This design comes from an exercise in tuning for small area on the open sky130 flow, not from production work.
Function was checked by simulation only, so behaviour that the tests miss may differ from the original.
No activity file was given, so power comes from the tool's default toggle rates.

## flow/flow/run.sh

```bash
#!/bin/bash
# The standard layout (the standard.sh, unchanged synthesis), with:
# - port buffers of the smallest buffer, sky130_fd_sc_hd__buf_1, instead of the
#   weakest-drive buffer buffer_ports picks by default (a 10 um2 delay buffer);
# - a clock tree of clkbuf_4 cells over clusters of at most 10 flip-flops, and
#   no dummy loads (CTS otherwise adds clkbuf_16 cells and dummy inverters).
# Every tool's output goes to the ORFS logs under orfs/logs; make's own output
# goes to standard.log here.
set -euo pipefail
bash standard.sh \
  "BUFFER_PORTS_ARGS=-buffer_cell sky130_fd_sc_hd__buf_1" \
  "CTS_ARGS=-sink_clustering_enable -repair_clock_nets -dont_use_dummy_load -buf_list sky130_fd_sc_hd__clkbuf_4 -sink_clustering_size 10 -sink_clustering_max_diameter 40" \
  finish > standard.log 2>&1
```

## flow/standard.sh

```bash
#!/bin/bash
# synth_recipe.tcl (not shown) runs the flow's synth.tcl, then flattens the netlist and writes it again
# the make line also repeats each setting of config.mk as NAME=value (left out here)
make -C /OpenROAD-flow-scripts/flow DESIGN_CONFIG=/design/flow/config.mk WORK_HOME=/design/flow/orfs CLKGATE_MAP_FILE= SYNTH_SCRIPT=/design/flow/synth_recipe.tcl "${@:-finish}"
```

## flow/config.mk

```make
export PLATFORM = sky130hd
export DESIGN_NAME = keylimepi_fpga_top
export DESIGN_NICKNAME = keylimepi_fpga_top
export VERILOG_FILES = /design/flow/design.v
export SDC_FILE = /design/flow/constraint.sdc
export NUM_CORES = 4
export LEC_CHECK = 0
export CAP_MARGIN = 20
export CORE_AREA = 2.5 2.5 367.5 367.5
export DIE_AREA = 0 0 370 370
export SLEW_MARGIN = 20
```

## flow/constraint.sdc

```tcl
create_clock -name core_clock -period 10.0 [get_ports {clk}]
set_input_delay 2.0000 -clock core_clock [delete_from_list [all_inputs] [get_ports {clk}]]
set_output_delay 2.0000 -clock core_clock [all_outputs]
set_load 0.01 [all_outputs]
```

## flow/design.v

```verilog
module keylimepi_fpga_top (
    input clk,
    input rst,
    input uart_rx,
    output uart_tx,
    output pw_we,
    output [11:0] pw_addr,
    output [511:0] pw_wdata,
    input [511:0] pw_rdata
);
    localparam [2:0] S_RXI = 3'd0,   
                     S_RXS = 3'd1,   
                     S_RXD = 3'd2,   
                     S_RXP = 3'd3,   
                     S_WW  = 3'd4,   
                     S_TXS = 3'd5,   
                     S_TXD = 3'd6,   
                     S_TXP = 3'd7;   
    localparam [31:0] DONE_MSG = 32'h446f6e65;
    logic [2:0] st;
    logic [3:0] cnt;        
    logic [9:0] n;          
    logic [8:0] q;          
    logic rx_s1, rx_s2;     
    logic pend_a, pend_b;   
    logic pv_a, pv_b;       
    logic rd;               
    logic cf;               
    logic cy;               
    logic [10:0] addr;
    logic we_q;
    logic tx_q;
    logic [511:0] ring;
    wire tick   = &cnt;
    wire sample = tick && st == S_RXD;
    wire txbit  = tick && st == S_TXD;
    wire ins_a  = pv_a && q[4:0] == 5'd31;
    wire ins_b  = pv_b && q[4:0] == 5'd30;
    wire ins    = ins_a || ins_b;
    wire pend   = q[0] ? pend_a : pend_b;
    wire cy_in  = (n[3:0] == 4'd8) ? 1'b1 : cy;
    logic [511:0] rdata_rot;
    logic [31:0] msg_rot;
    always_comb begin
        for (int k = 0; k < 512; k++) rdata_rot[k] = pw_rdata[(k - 16) & 511];
        for (int k = 0; k < 32; k++) msg_rot[k] = DONE_MSG[(k - 16) & 31];
    end
    wire [3:0] sel0 = 4'b1 << n[1:0];
    wire [3:0] sel1 = 4'b1 << n[3:2];
    wire [127:0] rmux1;
    wire [31:0] rmux2;
    genvar gm;
    generate
        for (gm = 0; gm < 128; gm++) begin : g_rmux1
            assign rmux1[gm] = |(rdata_rot[4*gm +: 4] & sel0);
        end
        for (gm = 0; gm < 32; gm++) begin : g_rmux2
            assign rmux2[gm] = |(rmux1[4*gm +: 4] & sel1);
        end
    endgenerate
    wire rd_bit = rmux2[n[8:4]];
    wire tx_data_bit = rd ? rd_bit : msg_rot[n[4:0]];
    wire tx_last = rd ? (n == 10'd527) : (n == 10'd559);
    always_ff @(posedge clk or posedge rst) begin
        if (rst) begin
            st <= S_RXI;
            n <= '0;
            q <= '0;
            pv_a <= 1'b0;
            pv_b <= 1'b0;
            we_q <= 1'b0;
            tx_q <= 1'b1;
        end else begin
            we_q <= 1'b0;
            if (!(sample || txbit)) q <= q + 9'd1;
            if (sample || txbit) n <= n + 10'd1;
            if (sample) begin
                pv_a <= 1'b1;
                pv_b <= pv_a && !ins_a;
            end else begin
                if (ins_a) pv_a <= 1'b0;
                if (ins_b) pv_b <= 1'b0;
            end
            case (st)
                S_RXI: if (!rx_s2) st <= S_RXS;
                S_RXS: if (tick) st <= rx_s2 ? S_RXI : S_RXD;
                S_RXD: if (tick && n[2:0] == 3'd7) st <= S_RXP;
                S_RXP: if (tick) begin
                    if (n == 10'd16) st <= rd ? S_TXS : S_RXI;
                    else if (n == 10'd528) st <= S_WW;
                    else st <= S_RXI;
                end
                S_WW: if (q == 9'd496 && !pv_a && !pv_b) begin
                    we_q <= 1'b1;
                    st <= S_TXS;
                end
                S_TXS: if (tick) st <= S_TXD;
                S_TXD: if (tick) begin
                    if (tx_last) begin
                        st <= S_RXI;
                        n <= '0;
                    end else if (n[2:0] == 3'd7) st <= S_TXP;
                end
                S_TXP: if (tick) st <= S_TXS;
            endcase
            tx_q <= (st == S_TXS) ? 1'b0 : (st == S_TXD) ? tx_data_bit : 1'b1;
        end
    end
    always_ff @(posedge clk) begin
        case (st)
            S_RXI: cnt <= 4'd8;
            S_WW:  cnt <= 4'd0;
            default: cnt <= cnt + 4'd1;
        endcase
        rx_s1 <= uart_rx;
        rx_s2 <= rx_s1;
        if (sample) begin
            pend_a <= rx_s2;
            pend_b <= pend_a;
        end
        if (sample && n[9:4] == 6'd0) begin
            case (n[3:0])
                4'd0: begin addr[0] <= rx_s2; cf <= rx_s2; end
                4'd1: begin addr[1] <= rx_s2; cf <= cf & rx_s2; end
                4'd2, 4'd3, 4'd4, 4'd5, 4'd6: cf <= cf & rx_s2;
                4'd7: begin
                    rd <= rx_s2;
                    if (cf) addr[1:0] <= 2'b00;
                end
                default: begin
                    addr[9:2] <= {(rx_s2 ^ cy_in) & ~cf, addr[9:3]};
                    cy <= rx_s2 & cy_in;
                    if (n[3:0] == 4'd15) addr[10] <= rx_s2 & cy_in & ~cf;
                end
            endcase
        end
    end
    genvar gp;
    generate
        for (gp = 0; gp < 512; gp++) begin : g_ring
            if (gp % 32 == 0) begin : g_ins
                wire here = ins && q[8:5] == 4'((gp / 32 + 15) % 16);
                always_ff @(posedge clk) ring[gp] <= here ? pend : ring[(gp + 511) % 512];
            end else begin : g_shift
                always_ff @(posedge clk) ring[gp] <= ring[gp - 1];
            end
        end
    endgenerate
    genvar gi, gb;
    generate
        for (gi = 0; gi < 64; gi++) begin : g_byte
            for (gb = 0; gb < 8; gb++) begin : g_bit
                assign pw_wdata[504 - 8*gi + gb] = ring[(1024 - (16 + 8*gi + gb)) % 512];
            end
        end
    endgenerate
    assign pw_we = we_q;
    assign pw_addr = {1'b0, addr};
    assign uart_tx = tx_q;
endmodule
```

==> notes.md <==
hold buffers post-CTS=0; Max clock buf depth=3; status=complete, no violations; R2R Setup Slk=5.29 ns; switching share of power=31.5%; vias=15.3k; Mapped Area=0.0164 mm2; required time of the critical path=10.74 ns; Critical Path Start Type=register; placed insts=4013; combinational share of power=22.7%; synth top area cells=dfxtp_1 (63%), a22oi_1 (8.4%), dfrtp_1 (3.8%), edfxtp_1 (2.9%), a21oi_1 (2.9%); Final HPWL DP=68900 um; Post-synth top cells=dfxtp_1 (518), a22oi_1 (183), a21oi_1 (95), buf_2 (47), a221oi_1 (39); Yosys warnings=1; Synth area leader=dfxtp_1; Routed wire per std cell=20.6 um; Worst Path Max Fanout=67; DRT antenna net count=0; layout cells sized above 1=5.72%; GRT Total Usage=11.5%; cts repair resizes=0; Top FF cell, synth=dfxtp_1; most numerous cell in the Yosys netlist=dfxtp_1; Die Width=370 um; endpoint kind of the worst setup timing path=register; top cell type's share of synthesized area=63.4%; TritonCTS clock tree=built; register area share after synthesis=70.3%; Psw=0.00138 W; core area=0.133 mm2; final max-slew violation count=0; routability cong.=0.999; Synth Area per Inst=12.8 um2; routed wire length=84700 um; Worst Hold Class=register to register; RSZ-0062 raised after global routing=false; Tightest Pin Transition=0.995 ns; Finish-stage setup viols=0; max_cap viols=0; Post-synth EDFFs=16; Overflow after GRT=0; Yosys cell types=65; Most Frequent Cell on Critical Path=a221oi_1; Clock power frac=24.3%; Hold Vio Cnt, Final=0; Async S/R FF share, synth=4.64%; drt drc=0; placed cell area=0.0222 mm2; drt first pass iters=5; Worst Reg-to-Reg Cells=11; Syn Nets=1807; Power Density=193 mW/mm2; fin area=0.0228 mm2; Reg power frac=53.0%; arrival time worst endpoint=5.45 ns; peak supply drop=0.000113 V; Leak=7.55 nW; nets@finish=2852; synthesis-stage register bit count=560; Area Growth Syn to Fin=39.3%; Vert. Die Dim=370 um; Clock Skews=0.101 ns; vias in the first global route=15.3k; Via density=3.74; crit path kind=register to register; reg2reg end=tx_q$_DFF_PP1_; Post-Place Setup Slack=5.39 ns; Post-CTS Setup Bufs=0; internal power=0.00301 W; die area=0.137 mm2; hold path cells=0; critical path, cell by cell=inv_1 -> ha_4 -> buf_4 -> a22o_1 -> a221oi_1 -> o22ai_1 -> nor3_1 -> or4_1 -> a221oi_1 -> a311oi_1 -> o311ai_1; initial antenna violation count=12; Max-slew headroom=33.2%; total CTS buffers=79; Final period util=47.1%; slowest CP cell=ha_4; non-filler cells, final=4105; H-tree levels=3; r2r startpoint=n[0]$_DFF_PP0_; Initial Util=12.3%; CTS clk-pin slew, worst paths=0.10 ns; CTS sink cnt=560; # IOs=1041; FMAX=0.212 GHz; Hold EP=ring[452]$_DFF_P_; post-synthesis cell count=1281; Iter 0 DRT Violations=990; crit-path max cell delay=0.71 ns; first-pass GRT wire length=112000 um; worst setup margin=5.29 ns; Rows=134; CTS Root Cell=clkbuf_4; clock latency (worst-skew pair)=0.88 ns; pin count of the biggest net entering global routing=74; crit path time final=4.71 ns; hold_sp=ring[451]$_DFF_P_; setup TNS=0 ns; Port-buffer cells=1039
==> critical path: cells and delay by family (launching register included) <==
family                   cells  cell delay (ns)
AND/OR/NAND/NOR              2             0.72
flip-flops                   1             0.49
adder cells (fa/ha/maj)      1             0.71
AO/OA/AOI/OAI                6             1.68
buffers and inverters        2             0.93
==> area by class of cell <==
type                    instances  area [um2]
multi-input cells             619        4380
diodes                         13        32.5
clock buffers                  79         593
flip-flops and latches        560       11500
well taps                    1768        2210
repair buffers               1056        4030
fillers                     15000      110000
inverters                      10        37.5
==> routing by layer <==
metal / track usage [%] / vias to the layer above / share of wire, %
met4: 3.92 / 4 / 2.9
met5: 0 / - / 0.027
met1: 14.2 / 7532 / 41
li1: - / 6830 / -
met3: 3.69 / 117 / 8.8
met2: 18.8 / 860 / 47
==> how the worst max path moves through the flow <==
stage                        start             end  slack (ns)  cells past startpoint
finish              n[0]$_DFF_PP0_  tx_q$_DFF_PP1_        5.29                     11
detailed placement  n[0]$_DFF_PP0_  tx_q$_DFF_PP1_        5.39                     11
global route        n[0]$_DFF_PP0_  tx_q$_DFF_PP1_        5.14                     11
global placement    n[0]$_DFF_PP0_  tx_q$_DFF_PP1_        5.35                     11
CTS                 n[0]$_DFF_PP0_  tx_q$_DFF_PP1_        5.34                     11
floorplan            pw_rdata[110]  tx_q$_DFF_PP1_        6.43                      8
==> cell families after synthesis <==
| group | synth area share [%] |
|---|---|
| AOI/OAI and AO/OA | 18.0 |
| xor gates and xnor gates | 0.803 |
| adders and majority gates | 0.841 |
| buffers and inverters | 3.30 |
| DFF | 70.3 |
| muxes | 1.71 |
| other | 0.0229 |
| and+or+nand+nor | 5.06 |
==> registers in the layout, summed over array words and instances, names as in the netlist, 3 cells and up <==
signal and flops:
st 3, cnt 4, n 10, ring 512, addr 11, q 9
==> power groups by stage <==
stage	Sequential, W	Combinational, W	Clock, W
after floorplan	0.00235	0.000677	0
after global routing	0.00234	0.00107	0.00122
after CTS	0.00233	0.000986	0.00114
after detailed placement	0.00238	0.000982	0
final	0.00233	0.000998	0.00107
after global placement	0.00238	0.000972	0
==> layout by cell type (no fill, tap or decap), types with 3 or more instances in the layout <==
cell type	count
nor4_1	22
nor3b_1	4
nor2b_1	9
nor3_1	15
nand2_1	35
a22oi_1	183
o21ai_0	16
dfrtp_1	24
buf_4	17
inv_1	10
a221oi_1	39
dfxtp_1	518
buf_1	1039
nand2b_1	5
a21oi_1	95
mux2_2	18
o22ai_1	17
nor2_1	27
clkbuf_4	79
nand4_1	6
ha_1	7
nor4b_1	3
mux4_2	3
edfxtp_1	16
nand3_1	8
xnor2_1	13
ha_4	4
diode_2	13
o41ai_1	3
a22o_1	37
and3_1	4
==> through the flow <==
| stage | hold slack (ns) | utilization, % | total power, W |
|---|---|---|---|
| after CTS | 0.213 | 17.1 | 0.00445 |
| final | 0.277 | 17.2 | 0.00439 |
| after global routing | 0.249 | 17.1 | 0.00463 |
| after detailed placement | 0.319 | 16.7 | 0.00336 |
| after floorplan | 0.310 | - | 0.00303 |
| after global placement | 0.318 | 16.7 | 0.00335 |

static timing again, ports no longer ideal:
How much do the figures lean on ideal ports? The routed layout below was timed once more, with nothing changed but the port constraints. Step 1, drivers: a clkbuf_16 drives clk and a buf_2 each remaining input, both assumed. Step 2 times the ports against the registers' clock, not the clock port: input delays grow and output delays shrink by t, the midpoint of the rising clock arrivals with the driver on. Slacks: ideal / step 1 / step 2; pairs: ideal / step 1.
t (ns): 0.881
setup WS [ns]: 5.293 / 5.293 / 5.293
worst slew at a driven data input, ns: 0.24
pins driven straight from the clock port: 1
After both steps this run still meets setup and hold. The setup slack of this run moves by 0.000 ns with the drivers and by 0.000 ns with both steps.
